This design comes from an exercise in tuning for small area and a short achievable clock period on the open sky130 flow, not from production work.
At most, simulation tests tie the RTL to the original design; equivalence was not proved.
Power figures rest on the tool's default switching activity, not on a simulated workload.

## v18
## FP16_mcl
module FP16_mcl(
    input [15:0] data1,
    input [15:0] data2,
    input rst,
    input input_valid,
    input clk,
    output reg [15:0] datanew,
    output reg output_update
    );
Size in the first run: ~52 I/O pins, ~8000 um2 of cells after synthesis.
export LEC_CHECK = 0
export ABC_AREA = 1
export CAP_MARGIN = 20
export CORE_MARGIN = 2
export CORE_UTILIZATION = 60
export CTS_BUF_LIST = sky130_fd_sc_hd__clkbuf_4 sky130_fd_sc_hd__clkbuf_8
export GPL_TIMING_DRIVEN = 0
export SETUP_SLACK_MARGIN = 3.45
export SLEW_MARGIN = 20
create_clock -name core_clock -period 5.5 [get_ports {clk}]
standard.sh (not shown) runs the stock make flow with config.mk's settings and CLKGATE_MAP_FILE= SYNTH_SCRIPT=/design/flow/synth_recipe.tcl, a recipe that flattens the netlist after the stock synthesis.
==> flow/flow/run.sh <==
#!/bin/bash
# The standard layout, with the port buffers made from the smallest buffer cell.
bash standard.sh 'BUFFER_PORTS_ARGS=-buffer_cell sky130_fd_sc_hd__buf_1' finish > standard.log 2>&1
> inputs changed (v18 -> v59)
Settings: removing GPL_TIMING_DRIVEN (formerly 0); changing SETUP_SLACK_MARGIN from 3.45 to 3.4.
==> flow/flow/run.sh <==
#!/bin/bash
# The standard layout, with the port buffers made from the smallest buffer
# cell and a strong buffer at the root of the clock tree.
bash standard.sh 'BUFFER_PORTS_ARGS=-buffer_cell sky130_fd_sc_hd__buf_1' \
  'CTS_ARGS=-sink_clustering_enable -repair_clock_nets -root_buf sky130_fd_sc_hd__clkbuf_16 -buf_list {sky130_fd_sc_hd__clkbuf_4 sky130_fd_sc_hd__clkbuf_8}' \
  finish > standard.log 2>&1
### Flow results
v59 completed every stage of the flow, and the final layout passed the timing, DRC and antenna checks. Summary of v59 over v18: logic depth of the worst register-to-register path saw an increase, aggregate routed wire length saw a decrease, critical-path maximum fanout saw an increase, final core utilization saw a decrease. v59 vs. v18: global-route met3 utilization went down by 0.57 points. Of v59 and v18, it is v59 that has the lower overall global routing resource usage.
[inputs] v20 vs v59
Settings: a change of SETUP_SLACK_MARGIN from 3.4 to 3.55.
==> flow/flow/run.sh <==
#!/bin/bash
# The standard layout, with the port buffers made from the smallest buffer cell.
bash standard.sh 'BUFFER_PORTS_ARGS=-buffer_cell sky130_fd_sc_hd__buf_1' finish > standard.log 2>&1
[summary]
- Measured against each other, v20 and v59 differ in slew at the pin closest to its max-slew limit, the lower figure coming from v59.
- Combinational cell fraction of total power: v20 > v59
- From v20 to v59, die area did not move at all.
- Changes observed in v20 relative to v59: area after synthesis stayed essentially flat; multi-input combinational cell area rose by about 2%; ratio of final minimum period to clock period has increased; last weighted congestion value of the routability-driven placer higher.
- | clock network contribution to total cell area | v59 vs v20 | ≈ equal |
- Sort v20 and v59 by critical path required time desc -> top: v59
Inputs modified between v20 and v34:
Settings: SETUP_SLACK_MARGIN changed from 3.55 to 3.4.
## What came out
In the metrics for v20 and v34, the one carrying the lower global-route usage over all layers is v20. Going from v20 to v34, growth of design area from synthesis to finish down 2.2 points; minimum clock period after layout increased 0.0039 ns. In v34 relative to v20, area used by sequential logic in the layout had gone down slightly. Of v20 and v34, the higher combinational share of power belongs to v20. Summary of v34 over v20: period utilization held, setup slack after layout went down 0.0039 ns. The global routing met1 resource utilization in v34 sits 0.17 points above the value recorded for v20.
## Diff of input files: v30 against v34
==> flow/flow/run.sh <==
#!/bin/bash
# The standard layout, with the port buffers made from the buf_2 cell.
bash standard.sh 'BUFFER_PORTS_ARGS=-buffer_cell sky130_fd_sc_hd__buf_2' finish > standard.log 2>&1
--- outcome ---
Looking at sequential cell fraction of total power, v30 sits 0.7 points below v34.
Compare v30 and v34 | worst setup slack after layout lower: v30
Compared to v34, v30 reaches a lower achievable clock.
| sequential cell area | v30 vs v34 | ≈ equal |
When v30 is set beside v34, its layout filler cell count turns out to be 6 larger.
As far as data arrival at the endpoint of the critical path is concerned, v30 and v34 perform about the same.

== JK ==
FP16_mcl, a different RTL version from the one above (not shown whole).
For scale: roughly 870 cells after synthesis, roughly 170 flip-flops, about 0.0080 mm^2 of cells after synthesis.
clock: 5.5 ns
lec_check: 0
abc_area: 1
cap_margin: 20
core_margin: 2
core_utilization: 75
cts_buf_list: sky130_fd_sc_hd__clkbuf_4 sky130_fd_sc_hd__clkbuf_8
setup_slack_margin: 3.25
slew_margin: 20
==> flow/flow/run.sh <==
#!/bin/bash
# The standard layout, with the port buffers made from the smallest buffer cell.
bash standard.sh 'BUFFER_PORTS_ARGS=-buffer_cell sky130_fd_sc_hd__buf_1' finish > standard.log 2>&1
The inputs of MS differ from those of JK as listed below.
Settings: CORE_UTILIZATION now 60, was 75.
### Flow results
[MS vs JK] total power: lower in MS. Compared to JK, the routing of MS uses less wire. Compared to JK, MS was floorplanned on a bigger die. For total sequential power, MS and JK come out practically identical. Going from JK to MS, fraction of area in clock buffers and inverters went down, vertical die dimension higher, number of global-route vias before repair fell by about 16%.
The inputs of AL differ from those of MS as listed below.
Settings: a change of SETUP_SLACK_MARGIN from 3.25 to 3.0.
Findings:
Summary — area occupied by registers, AL relative to MS: lower, by about 0.5%. Looking at maximum vdd drop, AL sits above MS. Global-route wire length before repair improves in AL relative to MS. Non-clock buffer count: AL and MS compared, lower one is AL. For AL, the slowest cell on the critical path was sky130_fd_sc_hd__dfxtp_1, unlike MS, where it was sky130_fd_sc_hd__fa_1. Setup WNS MS -> AL: worse.

Another version of the RTL of FP16_mcl (not shown whole).
Size: ~900 cells after synthesis, about 180 flip-flops, about 52 I/O pins, ~8300 µm² of cells after synthesis.
==> flow/design.v (excerpt) <==
module FP16_mcl(
    input [15:0] data1,
    input [15:0] data2,
    input rst,
    input input_valid,
    input clk,
    output reg [15:0] datanew,
    output reg output_update
    );
export LEC_CHECK = 0
export ABC_AREA = 1
export CAP_MARGIN = 20
export CORE_MARGIN = 2
export CORE_UTILIZATION = 60
export CTS_BUF_LIST = sky130_fd_sc_hd__clkbuf_4 sky130_fd_sc_hd__clkbuf_8
export SETUP_SLACK_MARGIN = 3.4
export SLEW_MARGIN = 20
create_clock -name core_clock -period 5.5 [get_ports {clk}]
Scripts as last shown in full above: flow/flow/run.sh
Next try:
Settings changed: CTS_BUF_LIST sky130_fd_sc_hd__clkbuf_4 sky130_fd_sc_hd__clkbuf_8 to sky130_fd_sc_hd__clkbuf_8, CTS_CLUSTER_SIZE from default to 24.
=> The changed run passed the timing, DRC and antenna checks. Worst hold slack is unchanged. Routed wire length is unchanged. Cell area stays the same. Setup slack does not change. Die area is unchanged. Critical path depth stays the same. Register-to-register slack is about the same.

Another version of the RTL of FP16_mcl (not shown whole).
For scale: roughly 660 cells after synthesis, ~69 flip-flops, ~52 I/O pins, ~0.0062 sq mm of cells after synthesis.
Settings: LEC_CHECK=0, ABC_CLOCK_PERIOD_IN_PS=3000, CAP_MARGIN=20, CORE_MARGIN=2, CORE_UTILIZATION=60, CTS_BUF_LIST=sky130_fd_sc_hd__clkbuf_4 sky130_fd_sc_hd__clkbuf_8, SETUP_SLACK_MARGIN=2.5, SLEW_MARGIN=20; clock period 5.5 ns.
run.sh (not shown) runs the stock make flow with config.mk's settings and CLKGATE_MAP_FILE= SYNTH_SCRIPT=/design/flow/synth_recipe.tcl, a recipe that flattens the netlist after the stock synthesis.
Stock flow here: none of the scripts above is used.
Rerun with:
- ABC_CLOCK_PERIOD_IN_PS: 3000 -> 4000
- SETUP_SLACK_MARGIN: 2.5 -> 1.5
Outcome: Die area stays the same; cell count goes down by 4.1%; first-iteration DRC count goes down by 20%; flip-flop and latch count does not change.
No functional check of the RTL was part of any run of this note.

Another version of the RTL of FP16_mcl (not shown whole).
Size: roughly 870 cells after synthesis, roughly 52 I/O pins, about 8100 um^2 of cells after synthesis.
Settings: LEC_CHECK=0, ABC_AREA=1, CAP_MARGIN=20, CORE_MARGIN=2, CORE_UTILIZATION=60, CTS_BUF_LIST=sky130_fd_sc_hd__clkbuf_4 sky130_fd_sc_hd__clkbuf_8, CTS_CLUSTER_DIAMETER=100, SETUP_SLACK_MARGIN=3.4, SLEW_MARGIN=20; clock period 5.5 ns.
standard.sh (not shown) runs the stock make flow with config.mk's settings and CLKGATE_MAP_FILE= SYNTH_SCRIPT=/design/flow/synth_recipe.tcl, a recipe that flattens the netlist after the stock synthesis.
Scripts as last shown in full above: flow/flow/run.sh
The starting point completed with no timing, DRC or antenna violations.
Rerun with:
CTS_CLUSTER_DIAMETER = default   (was 100)
PLACE_DENSITY = 0.92   (was default)
Worst setup slack degrades by 20 ps.
Fmax drops by 0.95%.
Via count goes up by 4.9%.
Area after synthesis stays the same.
Routed wire length is higher by 10%.
Sequential share of layout area shrinks by 0.20 points.
Sequential cell count does not change.
Global-route usage came out higher by 2.2 points.
Die area does not change.
Sequential power stays flat.
Cell area came out higher by about 0.5%.
Rerun with:
CTS_BUF_LIST = sky130_fd_sc_hd__clkbuf_16   (was sky130_fd_sc_hd__clkbuf_4 sky130_fd_sc_hd__clkbuf_8)
PLACE_DENSITY = default   (was 0.92)
SETUP_SLACK_MARGIN = 3.45   (was 3.4)
- The changed run produced a clean layout
- maximum frequency is higher by 2.8%
- setup slack improves by 56 ps
- synthesized cell count does not change
- power is higher by 1.8%
- clock power is higher by about 20%
- die area stays the same
- core utilization is higher by 1.2 points
- routed wire length is lower by 9.0%
- design area is higher by 1.7%
- via count is lower by 4.1%

Another version of the RTL of FP16_mcl (not shown whole).
For scale: about 700 cells after synthesis, roughly 49 flip-flops, about 52 I/O pins, about 6100 sq um of cells after synthesis.
clock: 5.5 ns
lec_check: 0
cap_margin: 20
core_margin: 2
core_utilization: 40
gpl_timing_driven: 0
slew_margin: 20
run.sh (not shown) runs the stock make flow with config.mk's settings and CLKGATE_MAP_FILE= SYNTH_SCRIPT=/design/flow/synth_recipe.tcl, a recipe that flattens the netlist after the stock synthesis.
Stock flow here: none of the scripts above is used.
==> next run, changes <==
Settings changed: GPL_TIMING_DRIVEN 0 to default.
The new run completed with no timing, DRC or antenna violations.
Design area went down by 1.1%.
Via count is about the same.
Clock-buffer cell count went down by 1.
Clock power went up by 32%.
Worst hold slack is about the same.
Non-clock buffer count rose by 15.
Register-to-register slack is about the same.
Area after synthesis does not change.
Flip-flop and latch count does not change.
Function was not checked in any run of this note: the RTL went through the layout flow alone.

Another version of the RTL of FP16_mcl (not shown whole).
For scale: ~660 cells after synthesis, about 100 flip-flops, about 52 I/O pins, ~0.0067 mm^2 of cells after synthesis.
==> flow/config.mk <==
export PLATFORM = sky130hd
export DESIGN_NAME = FP16_mcl
export DESIGN_NICKNAME = FP16_mcl
export VERILOG_FILES = /design/flow/design.v
export SDC_FILE = /design/flow/constraint.sdc
export NUM_CORES = 4
export LEC_CHECK = 0
export ABC_CLOCK_PERIOD_IN_PS = 2900
export CAP_MARGIN = 20
export CORE_MARGIN = 2
export CORE_UTILIZATION = 60
export CTS_BUF_LIST = sky130_fd_sc_hd__clkbuf_4 sky130_fd_sc_hd__clkbuf_8
export SETUP_SLACK_MARGIN = 2.3
export SLEW_MARGIN = 20
==> flow/constraint.sdc <==
create_clock -name core_clock -period 5.5 [get_ports {clk}]
set_input_delay 1.1000 -clock core_clock [delete_from_list [all_inputs] [get_ports {clk}]]
set_output_delay 1.1000 -clock core_clock [all_outputs]
set_load 0.01 [all_outputs]
standard.sh (not shown) runs the stock make flow with config.mk's settings and CLKGATE_MAP_FILE= SYNTH_SCRIPT=/design/flow/synth_recipe.tcl, a recipe that flattens the netlist after the stock synthesis.
Scripts as last shown in full above: flow/flow/run.sh
Rerun with:
==> flow/run.sh (new file) <==
#!/bin/bash
# synth_recipe.tcl (not shown) runs the flow's synth.tcl, then flattens the netlist and writes it again
# the make line also repeats each setting of config.mk as NAME=value (left out here)
make -C /OpenROAD-flow-scripts/flow DESIGN_CONFIG=/design/flow/config.mk WORK_HOME=/design/flow/orfs CLKGATE_MAP_FILE= SYNTH_SCRIPT=/design/flow/synth_recipe.tcl finish
removed: flow/flow/run.sh
removed: flow/standard.sh
What happened: Power went up by 2.2%. Sequential share of layout area went down by 1.3 points. Setup slack degrades by 120 ps. Die area does not change. Global-route usage went down by 0.54 points. Count of clock-buffer cells in the layout went down by 2.

RTL: one of the versions met above, not the one the previous note started from.
Size in the first run: roughly 870 cells after synthesis, roughly 170 flip-flops, roughly 0.0081 mm2 of cells after synthesis.
==> flow/config.mk <==
export PLATFORM = sky130hd
export DESIGN_NAME = FP16_mcl
export DESIGN_NICKNAME = FP16_mcl
export VERILOG_FILES = /design/flow/design.v
export SDC_FILE = /design/flow/constraint.sdc
export NUM_CORES = 4
export LEC_CHECK = 0
export ABC_AREA = 1
export CAP_MARGIN = 20
export CORE_MARGIN = 2
export CORE_UTILIZATION = 60
export CTS_BUF_LIST = sky130_fd_sc_hd__clkbuf_4 sky130_fd_sc_hd__clkbuf_8
export SETUP_SLACK_MARGIN = 3.4
export SLEW_MARGIN = 20
==> flow/constraint.sdc <==
create_clock -name core_clock -period 5.5 [get_ports {clk}]
set_input_delay 1.1000 -clock core_clock [delete_from_list [all_inputs] [get_ports {clk}]]
set_output_delay 1.1000 -clock core_clock [all_outputs]
set_load 0.01 [all_outputs]
==> flow/flow/run.sh <==
#!/bin/bash
# The standard layout, with the port buffers made from the smallest buffer cell.
bash standard.sh 'BUFFER_PORTS_ARGS=-buffer_cell sky130_fd_sc_hd__buf_1' finish > standard.log 2>&1
The baseline finished clean.
Change:
==> flow/flow/run.sh (replaced) <==
#!/bin/bash
# The standard layout, with the port buffers made from the smallest buffer
# cell and a clock tree built without dummy loads.
bash standard.sh 'BUFFER_PORTS_ARGS=-buffer_cell sky130_fd_sc_hd__buf_1' \
  'CTS_ARGS=-sink_clustering_enable -repair_clock_nets -buf_list {sky130_fd_sc_hd__clkbuf_4 sky130_fd_sc_hd__clkbuf_8} -dont_use_dummy_load' \
  finish > standard.log 2>&1
--- a/flow/config.mk
+++ b/flow/config.mk
@@ -12,3 +12,3 @@
 export CTS_BUF_LIST = sky130_fd_sc_hd__clkbuf_4 sky130_fd_sc_hd__clkbuf_8
-export SETUP_SLACK_MARGIN = 3.4
+export SETUP_SLACK_MARGIN = 3.5
 export SLEW_MARGIN = 20
Sequential cell count is unchanged; setup slack improves by 0.021 ns; power decreases by 3.0%; final area goes down by 0.75%; combinational power grows by about 3%; clock power shrinks by 24%; area after synthesis does not change.

FP16_mcl with an RTL version that a note above also has.
For scale: about 52 I/O pins.
// FP16_mcl
module FP16_mcl(
    input [15:0] data1,
    input [15:0] data2,
    input rst,
    input input_valid,
    input clk,
    output reg [15:0] datanew,
    output reg output_update
    );
export LEC_CHECK = 0
export ABC_AREA = 1
export CAP_MARGIN = 20
export CORE_MARGIN = 2
export CORE_UTILIZATION = 60
export CTS_BUF_LIST = sky130_fd_sc_hd__clkbuf_4 sky130_fd_sc_hd__clkbuf_8
export SETUP_SLACK_MARGIN = 3.45
export SLEW_MARGIN = 20
create_clock -name core_clock -period 5.5 [get_ports {clk}]
==> flow/flow/run.sh <==
#!/bin/bash
# The standard layout, with the port buffers made from the smallest buffer cell.
bash standard.sh 'BUFFER_PORTS_ARGS=-buffer_cell sky130_fd_sc_hd__buf_1' finish > standard.log 2>&1
The baseline finished clean.
Next try:
CTS_BUF_LIST = sky130_fd_sc_hd__clkbuf_8 sky130_fd_sc_hd__clkbuf_16   (was sky130_fd_sc_hd__clkbuf_4 sky130_fd_sc_hd__clkbuf_8)
CTS_CLUSTER_DIAMETER = 60   (was unset)
CTS_CLUSTER_SIZE = 24   (was unset)
SETUP_SLACK_MARGIN = 3.4   (was 3.45)
After rerunning: The changed run went through all stages and came out clean; clock-buffer cell count is unchanged; worst hold slack is worse by 0.0078 ns; utilization goes up by 0.40 points; maximum frequency drops by 0.80%; via count grows by 1.3%; setup slack degrades by 0.017 ns.

FP16_mcl with an RTL version that a note above also has.
For scale: roughly 870 cells after synthesis, ~170 flip-flops, ~0.0081 sq mm of cells after synthesis.
Settings: LEC_CHECK=0, ABC_AREA=1, CAP_MARGIN=20, CORE_MARGIN=2, CORE_UTILIZATION=60, CTS_BUF_LIST=sky130_fd_sc_hd__clkbuf_4 sky130_fd_sc_hd__clkbuf_8, SETUP_SLACK_MARGIN=3.5, SLEW_MARGIN=20; clock period 5.5 ns.
Scripts as last shown in full above: flow/flow/run.sh
The first run completed without violations.
Edit:
--- a/flow/config.mk
+++ b/flow/config.mk
@@ -11,4 +11,5 @@
 export CORE_UTILIZATION = 60
 export CTS_BUF_LIST = sky130_fd_sc_hd__clkbuf_4 sky130_fd_sc_hd__clkbuf_8
-export SETUP_SLACK_MARGIN = 3.5
+export PLACE_DENSITY = 0.8
+export SETUP_SLACK_MARGIN = 3.4
 export SLEW_MARGIN = 20
After rerunning: Critical path depth rose by 3; routed wire length goes down slightly; cell area hardly moves; first-iteration DRC count went up by well over a third; maximum frequency is higher slightly.

-- re-timing with driven ports --
In the flow no input, the clock included, has a driving cell. The finished layouts below were timed again as built, in two steps.
Step 1: set_driving_cell puts a clkbuf_16 on clk and a buf_2 on each other input, an assumption about the parent block.
Step 2 also shifts input and output timing later by t, the mid clock arrival at the registers, as if the neighbouring blocks saw the same clock.
Slacks: ideal ports / drivers / drivers and shift; pairs: ideal ports / drivers.
run | shift t [ns] | setup slack, ns | worst setup path at the end | slew at the worst register clock pin (ns) | cell pins on the clock port's net
v18 | 0.478 | 3.426 / 3.426 / 3.090 | input to register | 0.10 / 0.10 | 1
v59 | 0.407 | 3.483 / 3.483 / 3.163 | input to register | 0.09 / 0.09 | 1
v20 | 0.476 | 3.473 / 3.437 / 3.222 | input to register | 0.09 / 0.09 | 1
v34 | 0.478 | 3.469 / 3.434 / 3.160 | input to register | 0.09 / 0.09 | 1
v30 | 0.479 | 3.460 / 3.422 / 3.160 | input to register | 0.09 / 0.09 | 1
JK | 0.510 | 3.119 / 3.119 / 2.903 | input to register | 0.10 / 0.10 | 1
MS | 0.497 | 3.311 / 3.311 / 2.993 | input to register | 0.10 / 0.10 | 1
AL | 0.472 | 3.139 / 3.139 / 3.019 | input to register | 0.09 / 0.09 | 1
the first run of note 3 | 0.489 | 3.458 / 3.421 / 3.084 | input to register | 0.11 / 0.11 | 1
the second run of note 3 | 0.489 | 3.458 / 3.421 / 3.084 | input to register | 0.11 / 0.11 | 1
the first run of note 4 | 0.393 | 2.047 / 2.021 / 1.628 | input to register | 0.08 / 0.08 | 1
the second run of note 4 | 0.388 | 1.633 / 1.645 / 1.257 | input to register | 0.08 / 0.08 | 1
the first run of note 5 | 0.498 | 3.451 / 3.412 / 3.222 | input to register | 0.10 / 0.10 | 1
the second run of note 5 | 0.514 | 3.432 / 3.409 / 3.223 | input to register | 0.09 / 0.09 | 1
the third run of note 5 | 0.465 | 3.487 / 3.456 / 3.250 | input to register | 0.07 / 0.07 | 1
the first run of note 6 | 0.320 | 0.136 / 0.133 / -0.187 | input to register | 0.06 / 0.06 | 1
the second run of note 6 | 0.324 | 0.124 / 0.131 / -0.193 | input to register | 0.07 / 0.07 | 1
the first run of note 7 | 0.427 | 2.480 / 2.480 / 2.358 | input to register | 0.11 / 0.11 | 1
the second run of note 7 | 0.416 | 2.360 / 2.360 / 2.360 | input to register | 0.10 / 0.10 | 1
the first run of note 8 | 0.498 | 3.451 / 3.412 / 3.222 | input to register | 0.10 / 0.10 | 1
the second run of note 8 | 0.477 | 3.473 / 3.436 / 3.245 | input to register | 0.10 / 0.10 | 1
the first run of note 9 | 0.486 | 3.463 / 3.425 / 3.078 | input to register | 0.11 / 0.11 | 1
the second run of note 9 | 0.464 | 3.446 / 3.405 / 3.069 | input to register | 0.08 / 0.08 | 1
the first run of note 10 | 0.498 | 3.447 / 3.408 / 3.235 | input to register | 0.10 / 0.10 | 1
the second run of note 10 | 0.499 | 3.460 / 3.427 / 3.258 | input to register | 0.10 / 0.10 | 1
Met with ideal ports but missed after step 2: setup timing in the first run of note 6 and the second run of note 6. The setup slack of the first run of note 4, which loses most, moves by -0.026 ns with the drivers and by -0.419 ns with both steps.
